From an optimization exercise on the open Yosys and OpenROAD flow, aimed at small area and a short achievable clock period; shortcuts taken in it are not production practice.
At most, simulation tests tie the RTL to the original design; equivalence was not proved.

Setup of 10-23:
==> module simon_key_for, before the edit <==
module simon_key_for(
    input  [63:0]  keytext,
    output [447:0] key_total    
);
    localparam [61:0] Z = 62'b01100111000011010100100010111110110011100001101010010001011111;
    localparam [31:0] SKIP = 32'b1001_0010_0100_1001_0000_0000_0000_0000;
    localparam [31:0] NEEDP = (SKIP >> 2) | (SKIP >> 4);
    wire [511:0] k;    
    wire [511:0] m;    
    wire [511:0] p;    
    assign k[63:0] = keytext;
    genvar i, j;
    generate
        for (i = 1; i < 31; i = i + 1) begin : g_m
            for (j = 0; j < 16; j = j + 1) begin : g_b
                simon_xor2 u_m(.a(k[16*i+j]), .b(k[16*i+(j+1)%16]), .y(m[16*i+j]));
            end
        end
        for (i = 0; i < 32; i = i + 1) begin : g_p
            if (NEEDP[i]) begin : g_need
                for (j = 0; j < 16; j = j + 1) begin : g_b
                    simon_xor2 u_p(.a(k[16*i+j]), .b(k[16*i+(j+2)%16]), .y(p[16*i+j]));
                end
            end else begin : g_none
                assign p[16*i +: 16] = 16'd0;    
            end
        end
        for (i = 0; i < 28; i = i + 1) begin : g_k
            wire [15:0] early, kn;
            for (j = 0; j < 16; j = j + 1) begin : g_b
                if (j >= 2 || (j == 0 && Z[i])) begin : g_inv
                    simon_xnor2 u_e(.a(k[16*i+j]), .b(m[16*(i+1)+j]), .y(early[j]));
                end else begin : g_keep
                    simon_xor2 u_e(.a(k[16*i+j]), .b(m[16*(i+1)+j]), .y(early[j]));
                end
                if (SKIP[i+4]) begin : g_skip
                    localparam integer B3 = (j + 3) % 16;
                    localparam integer B4 = (j + 4) % 16;
                    localparam D3 = (B3 >= 2) ? 1'b1 : (B3 == 0) ? Z[i-1] : 1'b0;
                    localparam D4 = (B4 >= 2) ? 1'b1 : (B4 == 0) ? Z[i-1] : 1'b0;
                    wire q, e2;
                    simon_xor2 u_q(.a(m[16*(i-1)+B3]), .b(p[16*i+B3]), .y(q));
                    if (D3 ^ D4) begin : g_inv2
                        simon_xnor2 u_e2(.a(early[j]), .b(q), .y(e2));
                    end else begin : g_keep2
                        simon_xor2  u_e2(.a(early[j]), .b(q), .y(e2));
                    end
                    simon_xnor2 u_k(.a(e2), .b(p[16*(i+2)+(j+6)%16]), .y(kn[j]));
                end else begin : g_step
                    simon_xnor2 u_k(.a(early[j]), .b(m[16*(i+3)+(j+3)%16]), .y(kn[j]));
                end
                simon_inv u_d(.a(kn[j]), .y(k[16*(i+4)+j]));
            end
        end
    endgenerate
    assign key_total = k[511:64];
endmodule
Settings: LEC_CHECK=0, CAP_MARGIN=20, CORE_MARGIN=2, CORE_UTILIZATION=40, PLACE_DENSITY=0.6, SLEW_MARGIN=20, SYNTH_HIERARCHICAL=1, SYNTH_MINIMUM_KEEP_SIZE=0; clock period 34.0 ns.
standard.sh (not shown) runs the stock make flow with config.mk's settings and CLKGATE_MAP_FILE= SYNTH_SCRIPT=/design/flow/synth_recipe.tcl, a recipe that flattens the netlist after the stock synthesis.
==> flow/flow/run.sh <==
#!/bin/bash
# The standard layout with two changes of cell choice, not of the circuit:
#  - after the standard synthesis, every inv_1 becomes an inv_2 (same area, twice the
#    drive; the inverters drive the design's fanout-4 nets);
#  - the port buffers are buf_2 cells instead of the default clkdlybuf4s50_1 delay cell,
#    which is twice the area and slow on the input paths.
set -euo pipefail
here=$(pwd)
bash standard.sh synth > make_synth.log 2>&1
ODB=$here/orfs/results/$FLOW_PLATFORM/simon_for/base/1_synth.odb \
  openroad -no_init -exit flow/swap_inv.tcl > openroad_swap_inv.log 2>&1
bash standard.sh "BUFFER_PORTS_ARGS=-buffer_cell sky130_fd_sc_hd__buf_2" finish > make_finish.log 2>&1
==> flow/flow/swap_inv.tcl <==
# swap every inv_1 for inv_2 (same area, twice the drive)
read_db $::env(ODB)
set db [ord::get_db]
set to [$db findMaster sky130_fd_sc_hd__inv_2]
set n 0
foreach inst [[ord::get_db_block] getInsts] {
  if {[[$inst getMaster] getName] eq "sky130_fd_sc_hd__inv_1"} {
    $inst swapMaster $to
    incr n
  }
}
puts "swapped $n inv_1 to inv_2"
write_db $::env(ODB)
Edits applied to the flow inputs when going from 10-23 to 06-15:
--- a/flow/design.v
+++ b/flow/design.v
@@ -16,9 +16,6 @@
 );
     localparam [61:0] Z = 62'b01100111000011010100100010111110110011100001101010010001011111;
-    localparam [31:0] SKIP = 32'b1001_0010_0100_1001_0000_0000_0000_0000;
-    localparam [31:0] NEEDP = (SKIP >> 2) | (SKIP >> 4);
     wire [511:0] k;    
     wire [511:0] m;    
-    wire [511:0] p;    
     assign k[63:0] = keytext;
     genvar i, j;
@@ -29,15 +26,6 @@
             end
         end
-        for (i = 0; i < 32; i = i + 1) begin : g_p
-            if (NEEDP[i]) begin : g_need
-                for (j = 0; j < 16; j = j + 1) begin : g_b
-                    simon_xor2 u_p(.a(k[16*i+j]), .b(k[16*i+(j+2)%16]), .y(p[16*i+j]));
-                end
-            end else begin : g_none
-                assign p[16*i +: 16] = 16'd0;    
-            end
-        end
         for (i = 0; i < 28; i = i + 1) begin : g_k
-            wire [15:0] early, kn;
+            wire [15:0] early;
             for (j = 0; j < 16; j = j + 1) begin : g_b
                 if (j >= 2 || (j == 0 && Z[i])) begin : g_inv
@@ -46,21 +34,7 @@
                     simon_xor2 u_e(.a(k[16*i+j]), .b(m[16*(i+1)+j]), .y(early[j]));
                 end
-                if (SKIP[i+4]) begin : g_skip
-                    localparam integer B3 = (j + 3) % 16;
-                    localparam integer B4 = (j + 4) % 16;
-                    localparam D3 = (B3 >= 2) ? 1'b1 : (B3 == 0) ? Z[i-1] : 1'b0;
-                    localparam D4 = (B4 >= 2) ? 1'b1 : (B4 == 0) ? Z[i-1] : 1'b0;
-                    wire q, e2;
-                    simon_xor2 u_q(.a(m[16*(i-1)+B3]), .b(p[16*i+B3]), .y(q));
-                    if (D3 ^ D4) begin : g_inv2
-                        simon_xnor2 u_e2(.a(early[j]), .b(q), .y(e2));
-                    end else begin : g_keep2
-                        simon_xor2  u_e2(.a(early[j]), .b(q), .y(e2));
-                    end
-                    simon_xnor2 u_k(.a(e2), .b(p[16*(i+2)+(j+6)%16]), .y(kn[j]));
-                end else begin : g_step
-                    simon_xnor2 u_k(.a(early[j]), .b(m[16*(i+3)+(j+3)%16]), .y(kn[j]));
-                end
-                simon_inv u_d(.a(kn[j]), .y(k[16*(i+4)+j]));
+                wire kn;
+                simon_xnor2 u_k(.a(early[j]), .b(m[16*(i+3)+(j+3)%16]), .y(kn));
+                simon_inv   u_d(.a(kn), .y(k[16*(i+4)+j]));
             end
         end
Findings:
Compared to 10-23, the routing of 06-15 uses less wire.
Of 10-23 and 06-15, 10-23 shows the higher post-layout net count, with 06-15 below it.
Going from 10-23 to 06-15, number of inserted diodes rose 2; non-clock buffer count fell 1; global routing usage summed across all routing layers about even.
06-15 ends up with a die outline height that is about 4.7% lower than in 10-23.
In the flow results for 10-23 and 06-15, the area share of xor/xnor cells in the synthesized design is smaller on 06-15.
Between 10-23 and 06-15, number of antenna violations at the first check in global routing is lower for 10-23, 06-15 comes in above that.
[compare] base=10-23 new=06-15: final worst slack now sits lower, fraction of area in clock buffers and inverters now sits at about the same level.
The overall via count from detail_route of 06-15 was superior to that of 10-23.
Function was not checked in any run of this note: the RTL went through the layout flow alone.

========
simon_for, a different RTL version from the one above (not shown whole).
Size: ~4400 cells after synthesis, roughly 32 flip-flops, roughly 130 I/O pins, roughly 32000 sq um of cells after synthesis.
==> module simon_key_for, before the edit <==
module simon_key_for(
    input  [63:0]  keytext,
    output [431:0] key_total,   
    output [15:0]  key31_n      
);
    localparam [61:0] Z = 62'b01100111000011010100100010111110110011100001101010010001011111;
    wire [495:0] k;    
    wire [511:0] m;    
    assign k[63:0] = keytext;
    genvar i, j;
    generate
        for (i = 1; i < 31; i = i + 1) begin : g_m
            for (j = 0; j < 16; j = j + 1) begin : g_b
                simon_xor2 u_m(.a(k[16*i+j]), .b(k[16*i+(j+1)%16]), .y(m[16*i+j]));
            end
        end
        for (i = 0; i < 28; i = i + 1) begin : g_k
            wire [15:0] early;
            for (j = 0; j < 16; j = j + 1) begin : g_b
                if (j >= 2 || (j == 0 && Z[i])) begin : g_inv
                    simon_xnor2 u_e(.a(k[16*i+j]), .b(m[16*(i+1)+j]), .y(early[j]));
                end else begin : g_keep
                    simon_xor2 u_e(.a(k[16*i+j]), .b(m[16*(i+1)+j]), .y(early[j]));
                end
                wire kn;
                simon_xnor2 u_k(.a(early[j]), .b(m[16*(i+3)+(j+3)%16]), .y(kn));
                if (i < 27) begin : g_drive
                    simon_inv u_d(.a(kn), .y(k[16*(i+4)+j]));
                end else begin : g_last
                    assign key31_n[j] = kn;
                end
            end
        end
    endgenerate
    assign key_total = k[495:64];
endmodule
==> module simon_for, before the edit <==
module simon_for(
    input  [31:0] plaintext,
    input  [63:0] keytext,
    input         clk,
    output reg [31:0] ciphertext
);
    wire [431:0] key_total;
    wire [15:0]  key31_n;
    wire [495:0] rk = {key_total, keytext};    
    simon_key_for key_generate(
        .keytext(keytext),
        .key_total(key_total),
        .key31_n(key31_n)
    );
    wire [16*33-1:0] x;    
    assign x[15:0] = plaintext[31:16];
    wire [16*33-1:0] y = {x[16*32-1:0], plaintext[15:0]};
    genvar i, j;
    generate
        for (i = 0; i < 32; i = i + 1) begin : g_round
            wire [15:0] yk, w, n, xn;    
            for (j = 0; j < 16; j = j + 1) begin : g_b
                if (i < 31) begin : g_mid
                    simon_xor2  u_yk(.a(y[16*i+j]), .b(rk[16*i + j]), .y(yk[j]));
                end else begin : g_last
                    simon_xnor2 u_yk(.a(y[16*i+j]), .b(key31_n[j]), .y(yk[j]));
                end
                simon_xor2  u_w (.a(yk[j]), .b(x[16*i+(j+14)%16]), .y(w[j]));
                simon_nand2 u_n (.a(x[16*i+(j+15)%16]), .b(x[16*i+(j+8)%16]), .y(n[j]));
                if (i < 31) begin : g_drive
                    simon_xor2  u_x (.a(w[j]), .b(n[j]), .y(xn[j]));
                    simon_inv   u_d (.a(xn[j]), .y(x[16*(i+1)+j]));
                end else begin : g_last_x
                    simon_xnor2 u_x (.a(w[j]), .b(n[j]), .y(x[16*(i+1)+j]));
                end
            end
        end
    endgenerate
    always @(posedge clk)
        ciphertext <= x[16*31 +: 32];
endmodule
==> flow/config.mk <==
export PLATFORM = sky130hd
export DESIGN_NAME = simon_for
export DESIGN_NICKNAME = simon_for
export VERILOG_FILES = /design/flow/design.v
export SDC_FILE = /design/flow/constraint.sdc
export NUM_CORES = 4
export LEC_CHECK = 0
export CAP_MARGIN = 20
export CORE_MARGIN = 2
export CORE_UTILIZATION = 40
export PLACE_DENSITY = 0.6
export SLEW_MARGIN = 20
export SYNTH_HIERARCHICAL = 1
export SYNTH_MINIMUM_KEEP_SIZE = 0
==> flow/constraint.sdc <==
create_clock -name core_clock -period 34.0 [get_ports {clk}]
set_input_delay 6.8000 -clock core_clock [delete_from_list [all_inputs] [get_ports {clk}]]
set_output_delay 6.8000 -clock core_clock [all_outputs]
set_load 0.01 [all_outputs]
Scripts as last shown in full above: flow/flow/run.sh, flow/flow/swap_inv.tcl
The baseline passed the timing, DRC and antenna checks.
==> next run, changes <==
==> flow/design.v (replaced) <==
module simon_xor2(input a, input b, output y);
    assign y = a ^ b;
endmodule
module simon_xnor2(input a, input b, output y);
    assign y = ~(a ^ b);
endmodule
module simon_nand2(input a, input b, output y);
    assign y = ~(a & b);
endmodule
module simon_inv(input a, output y);
    assign y = ~a;
endmodule
module simon_key_for(
    input  [63:0]  keytext,
    output [447:0] key_total    
);
    localparam [61:0] Z = 62'b01100111000011010100100010111110110011100001101010010001011111;
    wire [511:0] k;    
    wire [511:0] m;    
    assign k[63:0] = keytext;
    genvar i, j;
    generate
        for (i = 1; i < 31; i = i + 1) begin : g_m
            for (j = 0; j < 16; j = j + 1) begin : g_b
                simon_xor2 u_m(.a(k[16*i+j]), .b(k[16*i+(j+1)%16]), .y(m[16*i+j]));
            end
        end
        for (i = 0; i < 28; i = i + 1) begin : g_k
            wire [15:0] early;
            for (j = 0; j < 16; j = j + 1) begin : g_b
                if (j >= 2 || (j == 0 && Z[i])) begin : g_inv
                    simon_xnor2 u_e(.a(k[16*i+j]), .b(m[16*(i+1)+j]), .y(early[j]));
                end else begin : g_keep
                    simon_xor2 u_e(.a(k[16*i+j]), .b(m[16*(i+1)+j]), .y(early[j]));
                end
                wire kn;
                simon_xnor2 u_k(.a(early[j]), .b(m[16*(i+3)+(j+3)%16]), .y(kn));
                simon_inv   u_d(.a(kn), .y(k[16*(i+4)+j]));
            end
        end
    endgenerate
    assign key_total = k[511:64];
endmodule
module simon_for(
    input  [31:0] plaintext,
    input  [63:0] keytext,
    input         clk,
    output reg [31:0] ciphertext
);
    wire [447:0] key_total;
    wire [511:0] rk = {key_total, keytext};    
    simon_key_for key_generate(
        .keytext(keytext),
        .key_total(key_total)
    );
    wire [16*33-1:0] x;    
    assign x[15:0] = plaintext[31:16];
    wire [16*33-1:0] y = {x[16*32-1:0], plaintext[15:0]};
    genvar i, j;
    generate
        for (i = 0; i < 32; i = i + 1) begin : g_round
            wire [15:0] yk, w, n, xn;
            for (j = 0; j < 16; j = j + 1) begin : g_b
                simon_xor2  u_yk(.a(y[16*i+j]), .b(rk[16*i + j]), .y(yk[j]));
                simon_xor2  u_w (.a(yk[j]), .b(x[16*i+(j+14)%16]), .y(w[j]));
                simon_nand2 u_n (.a(x[16*i+(j+15)%16]), .b(x[16*i+(j+8)%16]), .y(n[j]));
                simon_xor2  u_x (.a(w[j]), .b(n[j]), .y(xn[j]));
                simon_inv   u_d (.a(xn[j]), .y(x[16*(i+1)+j]));
            end
        end
    endgenerate
    always @(posedge clk)
        ciphertext <= x[16*31 +: 32];
endmodule
Cell count rises by 0.56%.
Global-route usage stays flat.
Worst hold slack gains 0.0099 ns.
Cell area rises by 0.42%.
Sequential cell count is unchanged.
Via count is about the same.
Critical path depth stays the same.
Clock-buffer cell count is unchanged.
Core utilization rises by 0.18 points.
Non-clock buffer count is unchanged.
Routed wire length falls by 0.45%.
Only the layout flow was run in the first run of this note; the RTL was not checked for function there.

[re-timing with driven ports]
Ports are ideal in the flow. The routed layouts listed here were re-timed in OpenROAD. Step 1 assumes that a clkbuf_16 drives the clock port and a buf_2 every other input. Step 2 adds t to the input delays and takes it off the output delays; t is the mean of the earliest and latest rising clock arrival at the registers after step 1. Input paths then give back, and output paths get back, about the clock's delay inside the block. a / b / c = no drivers / after step 1 / after step 2; a / b = the first two.
| run | t (ns) | setup WS [ns] | worst setup path after step 2 | clock arrival spread, ns |
|---|---|---|---|---|
| 10-23 | 0.298 | 10.925 / 10.925 / 10.627 | input to register | 0.004 / 0.004 |
| 06-15 | 0.306 | 9.296 / 9.307 / 9.001 | input to register | 0.004 / 0.003 |
| the first run of note 2 | 0.298 | 9.157 / 9.164 / 8.866 | input to register | 0.008 / 0.008 |
| the second run of note 2 | 0.305 | 9.621 / 9.630 / 9.325 | input to register | 0.003 / 0.003 |
After both steps setup and hold are still met in every run listed. The setup slack of 10-23, which loses most, moves by 0.000 ns with the drivers and by -0.298 ns with both steps.
